Context: an optimization exercise on an open-source flow, tuned for small area, a short achievable clock period and few clock cycles per item. The choices shown serve that exercise and are no tape-out recipe. Where RTL was checked, it was by simulation tests only, not by an equivalence proof against the original. Power figures rest on the tool's default switching activity, not on a simulated workload.

==> raven <==
==> flow/design.v <==
module projectCPU2020(
  clk,
  rst,
  wrEn,
  data_fromRAM,
  addr_toRAM,
  data_toRAM,
  PC,
  W
);
input clk, rst;
input wire [15:0] data_fromRAM;
output reg [15:0] data_toRAM;
output reg wrEn;
output reg [12:0] addr_toRAM;
output reg [12:0] PC;
output reg [15:0] W;
localparam S_D = 2'd0, S_I = 2'd1, S_E = 2'd2, S_K = 2'd3;
reg [1:0] state;
reg [2:0] opcode;
wire [2:0]  op_in = data_fromRAM[15:13];
wire        a_zero = (data_fromRAM[12:0] == 13'd0);
wire [15:0] s = data_fromRAM;
reg  [12:0] pc_inc;
integer i;
always @* begin
  for (i = 0; i < 13; i = i + 1)
    pc_inc[i] = PC[i] ^ (&(PC | ~((13'd1 << i) - 13'd1)));
end
wire [3:0]  n = s[3:0];
wire        c_shr = ~|s[15:4];                  
wire        c_shl = ~|s[15:5] & s[4];           
wire        c_ror = ~|s[15:6] & s[5] & ~s[4];   
wire        left = ~(c_shr | c_ror);
wire [3:0]  r = left ? (~n + 4'd1) : n;
wire [15:0] x1 = r[0] ? {W[0], W[15:1]} : W;
wire [15:0] x2 = r[1] ? {x1[1:0], x1[15:2]} : x1;
wire [15:0] x4 = r[2] ? {x2[3:0], x2[15:4]} : x2;
wire [15:0] x8 = r[3] ? {x4[7:0], x4[15:8]} : x4;
reg  [15:0] t, keep;
integer k;
always @* begin
  for (k = 0; k < 16; k = k + 1)
    t[k] = (k >= n);
  for (k = 0; k < 16; k = k + 1)
    keep[k] = ~(c_shr | c_shl) | (c_shl & t[k]) | (c_shr & t[15-k]);
end
wire [15:0] w_shift = x8 & keep;
reg [15:0] w_alu;
always @* begin
  case (opcode)
    3'b000: w_alu = W + s;
    3'b001: w_alu = ~(W | s);
    3'b010: w_alu = w_shift;
    3'b011: w_alu = {15'd0, W > s};
    3'b101: w_alu = s;
    default: w_alu = W;
  endcase
end
wire sel_pc = (state == S_K) || (state == S_E && opcode != 3'b111);
always @* begin
  data_toRAM = W;
  wrEn = 1'b0;
  addr_toRAM = sel_pc ? pc_inc : data_fromRAM[12:0];
  if (state == S_D) begin
    if (a_zero) addr_toRAM[1] = 1'b1;
    wrEn = (op_in == 3'b110) && !a_zero;
  end
  if (state == S_I)
    wrEn = (opcode == 3'b110);
  if (rst) begin
    wrEn = 1'b0;
    addr_toRAM = 13'd0;
  end
end
always @(posedge clk) begin
  if (rst) begin
    state <= S_D;
    opcode <= 3'd0;
    PC <= 13'd0;
    W <= 16'd0;
  end else begin
    case (state)
      S_D: begin
        opcode <= op_in;
        state <= a_zero ? S_I : S_E;
      end
      S_I: state <= S_E;
      S_E: begin
        state <= (opcode == 3'b100 && s == 16'd0) ? S_K : S_D;
        PC <= addr_toRAM;
        W <= w_alu;
      end
      default: begin
        state <= S_D;
        PC <= addr_toRAM;
      end
    endcase
  end
end
endmodule
==> flow/run.sh <==
#!/bin/bash
# synth_recipe.tcl (not shown) runs the flow's synth.tcl, then flattens the netlist and writes it again
# the make line also repeats each setting of config.mk as NAME=value (left out here)
make -C /OpenROAD-flow-scripts/flow DESIGN_CONFIG=/design/flow/config.mk WORK_HOME=/design/flow/orfs CLKGATE_MAP_FILE= SYNTH_SCRIPT=/design/flow/synth_recipe.tcl finish
==> flow/config.mk <==
export PLATFORM = sky130hd
export DESIGN_NAME = projectCPU2020
export DESIGN_NICKNAME = projectCPU2020
export VERILOG_FILES = /design/flow/design.v
export SDC_FILE = /design/flow/constraint.sdc
export NUM_CORES = 4
export LEC_CHECK = 0
export CAP_MARGIN = 20
export CORE_MARGIN = 2
export CORE_UTILIZATION = 40
export SETUP_SLACK_MARGIN = 3.5
export SLEW_MARGIN = 20
==> flow/constraint.sdc <==
create_clock -name core_clock -period 6.0 [get_ports {clk}]
set_input_delay 1.2000 -clock core_clock [delete_from_list [all_inputs] [get_ports {clk}]]
set_output_delay 1.2000 -clock core_clock [all_outputs]
set_load 0.01 [all_outputs]
==> inputs of delta, as changes to raven <==
==> flow/design.v, changed modules only <==
module projectCPU2020(
  clk,
  rst,
  wrEn,
  data_fromRAM,
  addr_toRAM,
  data_toRAM,
  PC,
  W
);
input clk, rst;
input wire [15:0] data_fromRAM;
output reg [15:0] data_toRAM;
output reg wrEn;
output reg [12:0] addr_toRAM;
output reg [12:0] PC;
output reg [15:0] W;
localparam S_D = 2'd0, S_I = 2'd1, S_E = 2'd2, S_K = 2'd3;
reg [1:0] state;
reg [2:0] opcode;
wire [15:0] s = data_fromRAM;
wire [2:0]  op_in = s[15:13];
wire        a_zero = (s[12:0] == 13'd0);
wire [12:0] pc_inc = PC + 13'd1;
wire [3:0]  n = s[3:0];
wire        c_shr = ~|s[15:4];                  
wire        c_shl = ~|s[15:5] & s[4];           
wire        left = (|s[15:6]) | s[4];           
wire [3:0]  r = left ? (~n + 4'd1) : n;
wire [15:0] x1 = r[0] ? {W[0], W[15:1]} : W;
wire [15:0] x2 = r[1] ? {x1[1:0], x1[15:2]} : x1;
wire [15:0] x4 = r[2] ? {x2[3:0], x2[15:4]} : x2;
wire [15:0] x8 = r[3] ? {x4[7:0], x4[15:8]} : x4;
reg  [15:0] t, keep;
integer k;
always @* begin
  for (k = 0; k < 16; k = k + 1)
    t[k] = (k >= n);
  for (k = 0; k < 16; k = k + 1)
    keep[k] = ~(c_shr | c_shl) | (c_shl & t[k]) | (c_shr & t[15-k]);
end
wire [15:0] w_shift = x8 & keep;
reg [15:0] w_alu;
always @* begin
  case (opcode)
    3'b000: w_alu = W + s;
    3'b001: w_alu = ~(W | s);
    3'b010: w_alu = w_shift;
    3'b011: w_alu = {15'd0, W > s};
    3'b101: w_alu = s;
    default: w_alu = W;
  endcase
end
wire sel_pc = (state == S_K) || (state == S_E && opcode != 3'b111);
wire st_d = (state == S_D);
wire st_i = (state == S_I);
wire a_or = |{s[12:2], s[0]};
always @* begin
  data_toRAM = W;
  addr_toRAM = sel_pc ? pc_inc : s[12:0];
  if (st_d && !a_or) addr_toRAM[1] = 1'b1;
  wrEn = (st_d && op_in == 3'b110 && (a_or || s[1])) ||
         (st_i && opcode == 3'b110);
end
always @(posedge clk) begin
  if (rst) begin
    state <= S_K;
    opcode <= 3'd0;
    PC <= 13'h1fff;
    W <= 16'd0;
  end else begin
    case (state)
      S_D: begin
        opcode <= op_in;
        state <= a_zero ? S_I : S_E;
      end
      S_I: state <= S_E;
      S_E: begin
        state <= (opcode == 3'b100 && s == 16'd0) ? S_K : S_D;
        PC <= addr_toRAM;
        W <= w_alu;
      end
      default: begin
        state <= S_D;
        PC <= addr_toRAM;
      end
    endcase
  end
end
endmodule
==> flow/flow/run.sh (new file) <==
#!/bin/bash
# The standard layout, with these changes:
#  - synthesis runs ORFS's own synth.tcl, patched (patch_synth.py) so that
#    ABC first maps the logic cone of the memory outputs (addr_toRAM, wrEn)
#    on its own with the standard speed script, then maps the rest with
#    flow/main.abc (area recovery under a delay target) in place of
#    abc_speed.script, and without full-adder extraction. The registers,
#    their cells and names are those of the standard synthesis.
#  - the buffers ABC inserted are removed at floorplan (REMOVE_ABC_BUFFERS),
#    leaving buffering to the resizer.
#  - the ports get plain buffers (buf_1) instead of delay cells.
# Each tool's output goes to make_synth.log and make_layout.log here (and
# ORFS's own per-step logs under orfs/logs).
set -euo pipefail
here=$(pwd)
rm -rf "$here/scripts_custom"
cp -r "$FLOW_HOME/scripts" "$here/scripts_custom"
python3 "$here/flow/patch_synth.py" "$here/scripts_custom/synth.tcl"
cp "$FLOW_HOME/scripts/abc_speed.script" "$here/scripts_custom/abc_fast.script"
if [[ -f "$here/flow/main.abc" ]]; then cp "$here/flow/main.abc" "$here/scripts_custom/abc_speed.script"; fi
if [[ -f "$here/flow/no_extract_fa" ]]; then export NO_EXTRACT_FA=1; fi
SCRIPTS_DIR="$here/scripts_custom" bash standard.sh synth > make_synth.log 2>&1
unset NO_EXTRACT_FA
export REMOVE_ABC_BUFFERS=1
export BUFFER_PORTS_ARGS="-buffer_cell sky130_fd_sc_hd__buf_1"
bash standard.sh > make_layout.log 2>&1
==> flow/flow/main.abc (new file) <==
strash
balance -l; resub -K 6 -l; rewrite -l; resub -K 6 -N 2 -l; refactor -l; resub -K 8 -l; balance -l; resub -K 8 -N 2 -l; rewrite -l; resub -K 10 -l; rewrite -z -l; resub -K 10 -N 2 -l; balance -l; resub -K 12 -l; refactor -z -l; resub -K 12 -N 2 -l; rewrite -z -l; balance -l
dch
map -D 1000
topo
stime -p
==> flow/flow/no_extract_fa (new file) <==
present: synthesis skips full-adder extraction
==> flow/flow/patch_synth.py (new file) <==
import sys
p = sys.argv[1]
s = open(p).read()
old = "  log_cmd abc {*}$abc_args\n"
new = '''  # the cone of the memory address and write enable: map it on its own first
  select -set oc o:wrEn o:addr_toRAM %ci*:-sky130_fd_sc_hd__dfxtp_1
  log_cmd abc {*}[lreplace $abc_args 1 1 $::env(SCRIPTS_DIR)/abc_fast.script] @oc
  select -clear
  log_cmd abc {*}$abc_args
'''
assert s.count(old) == 1
s = s.replace(old, new)
old = "  extract_fa {*}[dont_use_extract_fa_args]\n"
assert s.count(old) == 1
s = s.replace(old, "  if {![info exists ::env(NO_EXTRACT_FA)]} { extract_fa {*}[dont_use_extract_fa_args] }\n")
open(p, 'w').write(s)
==> flow/standard.sh (new file) <==
#!/bin/bash
# synth_recipe.tcl (not shown) runs the flow's synth.tcl, then flattens the netlist and writes it again
# the make line also repeats each setting of config.mk as NAME=value (left out here)
make -C /OpenROAD-flow-scripts/flow DESIGN_CONFIG=/design/flow/config.mk WORK_HOME=/design/flow/orfs CLKGATE_MAP_FILE= SYNTH_SCRIPT=/design/flow/synth_recipe.tcl "${@:-finish}"
- CORE_UTILIZATION: 40 -> 60
- SETUP_SLACK_MARGIN: 3.5 -> 2.2
removed: flow/run.sh
==> inputs of pepper, as changes to raven <==
==> flow/design.v, changed modules only <==
module projectCPU2020(
  clk,
  rst,
  wrEn,
  data_fromRAM,
  addr_toRAM,
  data_toRAM,
  PC,
  W
);
input clk, rst;
input wire [15:0] data_fromRAM;
output reg [15:0] data_toRAM;
output reg wrEn;
output reg [12:0] addr_toRAM;
output reg [12:0] PC;
output reg [15:0] W;
localparam S_D = 2'd0, S_I = 2'd1, S_E = 2'd2, S_K = 2'd3;
reg [1:0] state;
reg [2:0] opcode;
wire [15:0] s = data_fromRAM;
wire [2:0]  op_in = s[15:13];
wire        a_zero = (s[12:0] == 13'd0);
wire [12:0] pc_inc = PC + 13'd1;
wire [3:0]  n = s[3:0];
wire        c_shr = ~|s[15:4];                  
wire        c_shl = ~|s[15:5] & s[4];           
wire        left = (|s[15:6]) | s[4];           
wire [3:0]  r = left ? (~n + 4'd1) : n;
wire [15:0] x1 = r[0] ? {W[0], W[15:1]} : W;
wire [15:0] x2 = r[1] ? {x1[1:0], x1[15:2]} : x1;
wire [15:0] x4 = r[2] ? {x2[3:0], x2[15:4]} : x2;
wire [15:0] x8 = r[3] ? {x4[7:0], x4[15:8]} : x4;
reg  [15:0] t, keep;
integer k;
always @* begin
  for (k = 0; k < 16; k = k + 1)
    t[k] = (k >= n);
  for (k = 0; k < 16; k = k + 1)
    keep[k] = ~(c_shr | c_shl) | (c_shl & t[k]) | (c_shr & t[15-k]);
end
wire [15:0] w_shift = x8 & keep;
reg [15:0] w_alu;
always @* begin
  case (opcode)
    3'b000: w_alu = W + s;
    3'b001: w_alu = ~(W | s);
    3'b010: w_alu = w_shift;
    3'b011: w_alu = {15'd0, W > s};
    3'b101: w_alu = s;
    default: w_alu = W;
  endcase
end
wire sel_pc = (state == S_K) || (state == S_E && opcode != 3'b111);
wire st_d = (state == S_D);
wire st_i = (state == S_I);
wire a_or = |{s[12:2], s[0]};
always @* begin
  data_toRAM = W;
  addr_toRAM = sel_pc ? pc_inc : s[12:0];
  if (st_d && !a_or) addr_toRAM[1] = 1'b1;
  wrEn = (st_d && op_in == 3'b110 && (a_or || s[1])) ||
         (st_i && opcode == 3'b110);
end
always @(posedge clk) begin
  if (rst) begin
    state <= S_K;
    opcode <= 3'd0;
    PC <= 13'h1fff;
    W <= 16'd0;
  end else begin
    case (state)
      S_D: begin
        opcode <= op_in;
        state <= a_zero ? S_I : S_E;
      end
      S_I: state <= S_E;
      S_E: begin
        state <= (opcode == 3'b100 && s == 16'd0) ? S_K : S_D;
        PC <= addr_toRAM;
        W <= w_alu;
      end
      default: begin
        state <= S_D;
        PC <= addr_toRAM;
      end
    endcase
  end
end
endmodule
==> flow/flow/run.sh (new file) <==
#!/bin/bash
# The standard layout, with these changes:
#  - synthesis runs ORFS's own synth.tcl, patched (patch_synth.py) so that
#    ABC first maps the logic cone of the memory outputs (addr_toRAM, wrEn)
#    on its own with the standard speed script, then maps the rest with
#    flow/main.abc (area recovery under a delay target) in place of
#    abc_speed.script, and without full-adder extraction. The registers,
#    their cells and names are those of the standard synthesis.
#  - the buffers ABC inserted are removed at floorplan (REMOVE_ABC_BUFFERS),
#    leaving buffering to the resizer.
#  - the ports get plain buffers (buf_1) instead of delay cells.
# Each tool's output goes to make_synth.log and make_layout.log here (and
# ORFS's own per-step logs under orfs/logs).
set -euo pipefail
here=$(pwd)
rm -rf "$here/scripts_custom"
cp -r "$FLOW_HOME/scripts" "$here/scripts_custom"
python3 "$here/flow/patch_synth.py" "$here/scripts_custom/synth.tcl"
cp "$FLOW_HOME/scripts/abc_speed.script" "$here/scripts_custom/abc_fast.script"
if [[ -f "$here/flow/main.abc" ]]; then cp "$here/flow/main.abc" "$here/scripts_custom/abc_speed.script"; fi
if [[ -f "$here/flow/no_extract_fa" ]]; then export NO_EXTRACT_FA=1; fi
SCRIPTS_DIR="$here/scripts_custom" bash standard.sh synth > make_synth.log 2>&1
unset NO_EXTRACT_FA
export REMOVE_ABC_BUFFERS=1
export BUFFER_PORTS_ARGS="-buffer_cell sky130_fd_sc_hd__buf_1"
bash standard.sh > make_layout.log 2>&1
==> flow/flow/main.abc (new file) <==
strash
balance -l; resub -K 6 -l; rewrite -l; resub -K 6 -N 2 -l; refactor -l; resub -K 8 -l; balance -l; resub -K 8 -N 2 -l; rewrite -l; resub -K 10 -l; rewrite -z -l; resub -K 10 -N 2 -l; balance -l; resub -K 12 -l; refactor -z -l; resub -K 12 -N 2 -l; rewrite -z -l; balance -l
dch
map -D 1000
topo
stime -p
==> flow/flow/no_extract_fa (new file) <==
present: synthesis skips full-adder extraction
==> flow/flow/patch_synth.py (new file) <==
import sys
p = sys.argv[1]
s = open(p).read()
old = "  log_cmd abc {*}$abc_args\n"
new = '''  # the cone of the memory address and write enable: map it on its own first
  select -set oc o:wrEn o:addr_toRAM %ci*:-sky130_fd_sc_hd__dfxtp_1
  log_cmd abc {*}[lreplace $abc_args 1 1 $::env(SCRIPTS_DIR)/abc_fast.script] @oc
  select -clear
  log_cmd abc {*}$abc_args
'''
assert s.count(old) == 1
s = s.replace(old, new)
old = "  extract_fa {*}[dont_use_extract_fa_args]\n"
assert s.count(old) == 1
s = s.replace(old, "  if {![info exists ::env(NO_EXTRACT_FA)]} { extract_fa {*}[dont_use_extract_fa_args] }\n")
open(p, 'w').write(s)
==> flow/standard.sh (new file) <==
#!/bin/bash
# synth_recipe.tcl (not shown) runs the flow's synth.tcl, then flattens the netlist and writes it again
# the make line also repeats each setting of config.mk as NAME=value (left out here)
make -C /OpenROAD-flow-scripts/flow DESIGN_CONFIG=/design/flow/config.mk WORK_HOME=/design/flow/orfs CLKGATE_MAP_FILE= SYNTH_SCRIPT=/design/flow/synth_recipe.tcl "${@:-finish}"
- CORE_UTILIZATION: 40 -> 50
- SETUP_SLACK_MARGIN: 3.5 -> 2.3
removed: flow/run.sh
==> inputs of quartz, as changes to raven <==
==> flow/design.v, changed modules only <==
module projectCPU2020(
  clk,
  rst,
  wrEn,
  data_fromRAM,
  addr_toRAM,
  data_toRAM,
  PC,
  W
);
input clk, rst;
input wire [15:0] data_fromRAM;
output reg [15:0] data_toRAM;
output reg wrEn;
output reg [12:0] addr_toRAM;
output reg [12:0] PC;
output reg [15:0] W;
localparam S_D = 2'd0, S_I = 2'd1, S_E = 2'd2, S_K = 2'd3;
reg [1:0] state;
reg [2:0] opcode;
wire [2:0]  op_in = data_fromRAM[15:13];
wire        a_zero = (data_fromRAM[12:0] == 13'd0);
wire [15:0] s = data_fromRAM;
wire [12:0] pc_inc = PC + 13'd1;
wire [3:0]  n = s[3:0];
wire        c_shr = ~|s[15:4];                  
wire        c_shl = ~|s[15:5] & s[4];           
wire        c_ror = ~|s[15:6] & s[5] & ~s[4];   
wire        left = ~(c_shr | c_ror);
wire [3:0]  r = left ? (~n + 4'd1) : n;
wire [15:0] x1 = r[0] ? {W[0], W[15:1]} : W;
wire [15:0] x2 = r[1] ? {x1[1:0], x1[15:2]} : x1;
wire [15:0] x4 = r[2] ? {x2[3:0], x2[15:4]} : x2;
wire [15:0] x8 = r[3] ? {x4[7:0], x4[15:8]} : x4;
reg  [15:0] t, keep;
integer k;
always @* begin
  for (k = 0; k < 16; k = k + 1)
    t[k] = (k >= n);
  for (k = 0; k < 16; k = k + 1)
    keep[k] = ~(c_shr | c_shl) | (c_shl & t[k]) | (c_shr & t[15-k]);
end
wire [15:0] w_shift = x8 & keep;
reg [15:0] w_alu;
always @* begin
  case (opcode)
    3'b000: w_alu = W + s;
    3'b001: w_alu = ~(W | s);
    3'b010: w_alu = w_shift;
    3'b011: w_alu = {15'd0, W > s};
    3'b101: w_alu = s;
    default: w_alu = W;
  endcase
end
wire sel_pc = (state == S_K) || (state == S_E && opcode != 3'b111);
wire a_or = |{data_fromRAM[12:2], data_fromRAM[0]};
wire st_d = (state == S_D);
wire st_i = (state == S_I);
always @* begin
  data_toRAM = W;
  addr_toRAM = 13'd0;
  if (!rst) begin
    addr_toRAM = sel_pc ? pc_inc : data_fromRAM[12:0];
    if (!sel_pc && st_d && !a_or) addr_toRAM[1] = 1'b1;
  end
  wrEn = !rst && ((st_d && op_in == 3'b110 && (a_or || data_fromRAM[1])) ||
                  (st_i && opcode == 3'b110));
end
always @(posedge clk) begin
  if (rst) begin
    state <= S_D;
    opcode <= 3'd0;
    PC <= 13'd0;
    W <= 16'd0;
  end else begin
    case (state)
      S_D: begin
        opcode <= op_in;
        state <= a_zero ? S_I : S_E;
      end
      S_I: state <= S_E;
      S_E: begin
        state <= (opcode == 3'b100 && s == 16'd0) ? S_K : S_D;
        PC <= addr_toRAM;
        W <= w_alu;
      end
      default: begin
        state <= S_D;
        PC <= addr_toRAM;
      end
    endcase
  end
end
endmodule
==> flow/flow/run.sh (new file) <==
#!/bin/bash
# The standard layout, with plain buffers (not delay cells) on the ports.
set -euo pipefail
export BUFFER_PORTS_ARGS="-buffer_cell sky130_fd_sc_hd__buf_1"
bash standard.sh > flow_make.log 2>&1
==> flow/standard.sh (new file) <==
#!/bin/bash
# synth_recipe.tcl (not shown) runs the flow's synth.tcl, then flattens the netlist and writes it again
# the make line also repeats each setting of config.mk as NAME=value (left out here)
make -C /OpenROAD-flow-scripts/flow DESIGN_CONFIG=/design/flow/config.mk WORK_HOME=/design/flow/orfs CLKGATE_MAP_FILE= SYNTH_SCRIPT=/design/flow/synth_recipe.tcl "${@:-finish}"
- SETUP_SLACK_MARGIN: 3.5 -> 2.8
removed: flow/run.sh
==> notes.md <==
raven finished with timing, DRC and antenna clean. pepper produced a clean layout. quartz passed the timing, design-rule and antenna checks. delta passed the timing, design-rule and antenna checks.
Sequential share of layout area: raven < quartz < pepper < delta.
Of pepper and raven, raven has the higher power (gap about 18%, measured against raven).
The lowest non-clock buffer count belongs to delta, the highest to raven.
In sequential power, quartz and delta hardly differ.
In flip-flop and latch count, delta and raven do not differ.
==> figures <==
item                                                          delta     quartz      raven    pepper
Outcome                            no timing/DRC/antenna violations  no timing/DRC/antenna violations  no timing/DRC/antenna violations  no timing/DRC/antenna violations
Fraction of the mapped netlist area in simple logic gates     31.0%      18.0%      15.6%     31.0%
Sum of routed wire length over all layers                  14500 um   18200 um   19300 um  14500 um
Finished Cell Area                                         4420 um2   6110 um2   7410 um2  4560 um2
Horizontal die dimension                                    84.1 um     115 um     113 um   91.7 um
Layout clock buffers                                              6          7          6         5
Net count reported at finish                                    756        749        803       763
Layout cell share with drive strength beyond 1                7.44%      22.4%      38.0%     9.52%
Register share of total power                                 28.3%      27.6%      22.4%     28.1%
Synth Cell Area                                            3850 um2   4950 um2   4790 um2  3850 um2
Largest net degree at the start of global routing                38         28         25        38
Core area                                                  6280 um2  12100 um2  11600 um2  7370 um2
Testbench counts of raven, summed over its fixed seeds: cycles 56,082, instructions 26,571.
Testbench counts of delta, summed over its fixed seeds: cycles 56,242, instructions 26,571.
Testbench counts of pepper, summed over its fixed seeds: cycles 56,242, instructions 26,571.
The RTL of quartz was laid out without a check of its function.

## afterwards: timing with drivers on the ports
The flow's constraints put no driver on any port. The routed layouts listed below were extracted and timed again, unchanged, in two steps.
Step 1: set_driving_cell puts a clkbuf_16 on clk and a buf_2 on each other input, an assumption about the parent block.
Step 2 adds t to the input delays and takes it off the output delays; t is the mean of the earliest and latest rising clock arrival at the registers after step 1. Input paths then give back, and output paths get back, about the clock's delay inside the block.
a / b / c = ideal ports / drivers / drivers and shift; a / b = the first two.
| run | t (ns) | setup WS [ns] | worst register clock-pin slew, ns | worst data-port slew with drivers (ns) |
|---|---|---|---|---|
| raven | 0.327 | 2.430 / 2.391 / 2.148 | 0.06 / 0.06 | 0.12 |
| delta | 0.330 | 2.235 / 2.210 / 1.966 | 0.08 / 0.08 | 0.03 |
| pepper | 0.330 | 2.403 / 2.376 / 2.100 | 0.09 / 0.09 | 0.04 |
| quartz | 0.321 | 2.316 / 2.266 / 2.107 | 0.06 / 0.06 | 0.06 |
After both steps every run listed still meets setup and hold. The setup slack of pepper, which loses most, moves by -0.027 ns with the drivers and by -0.303 ns with both steps.
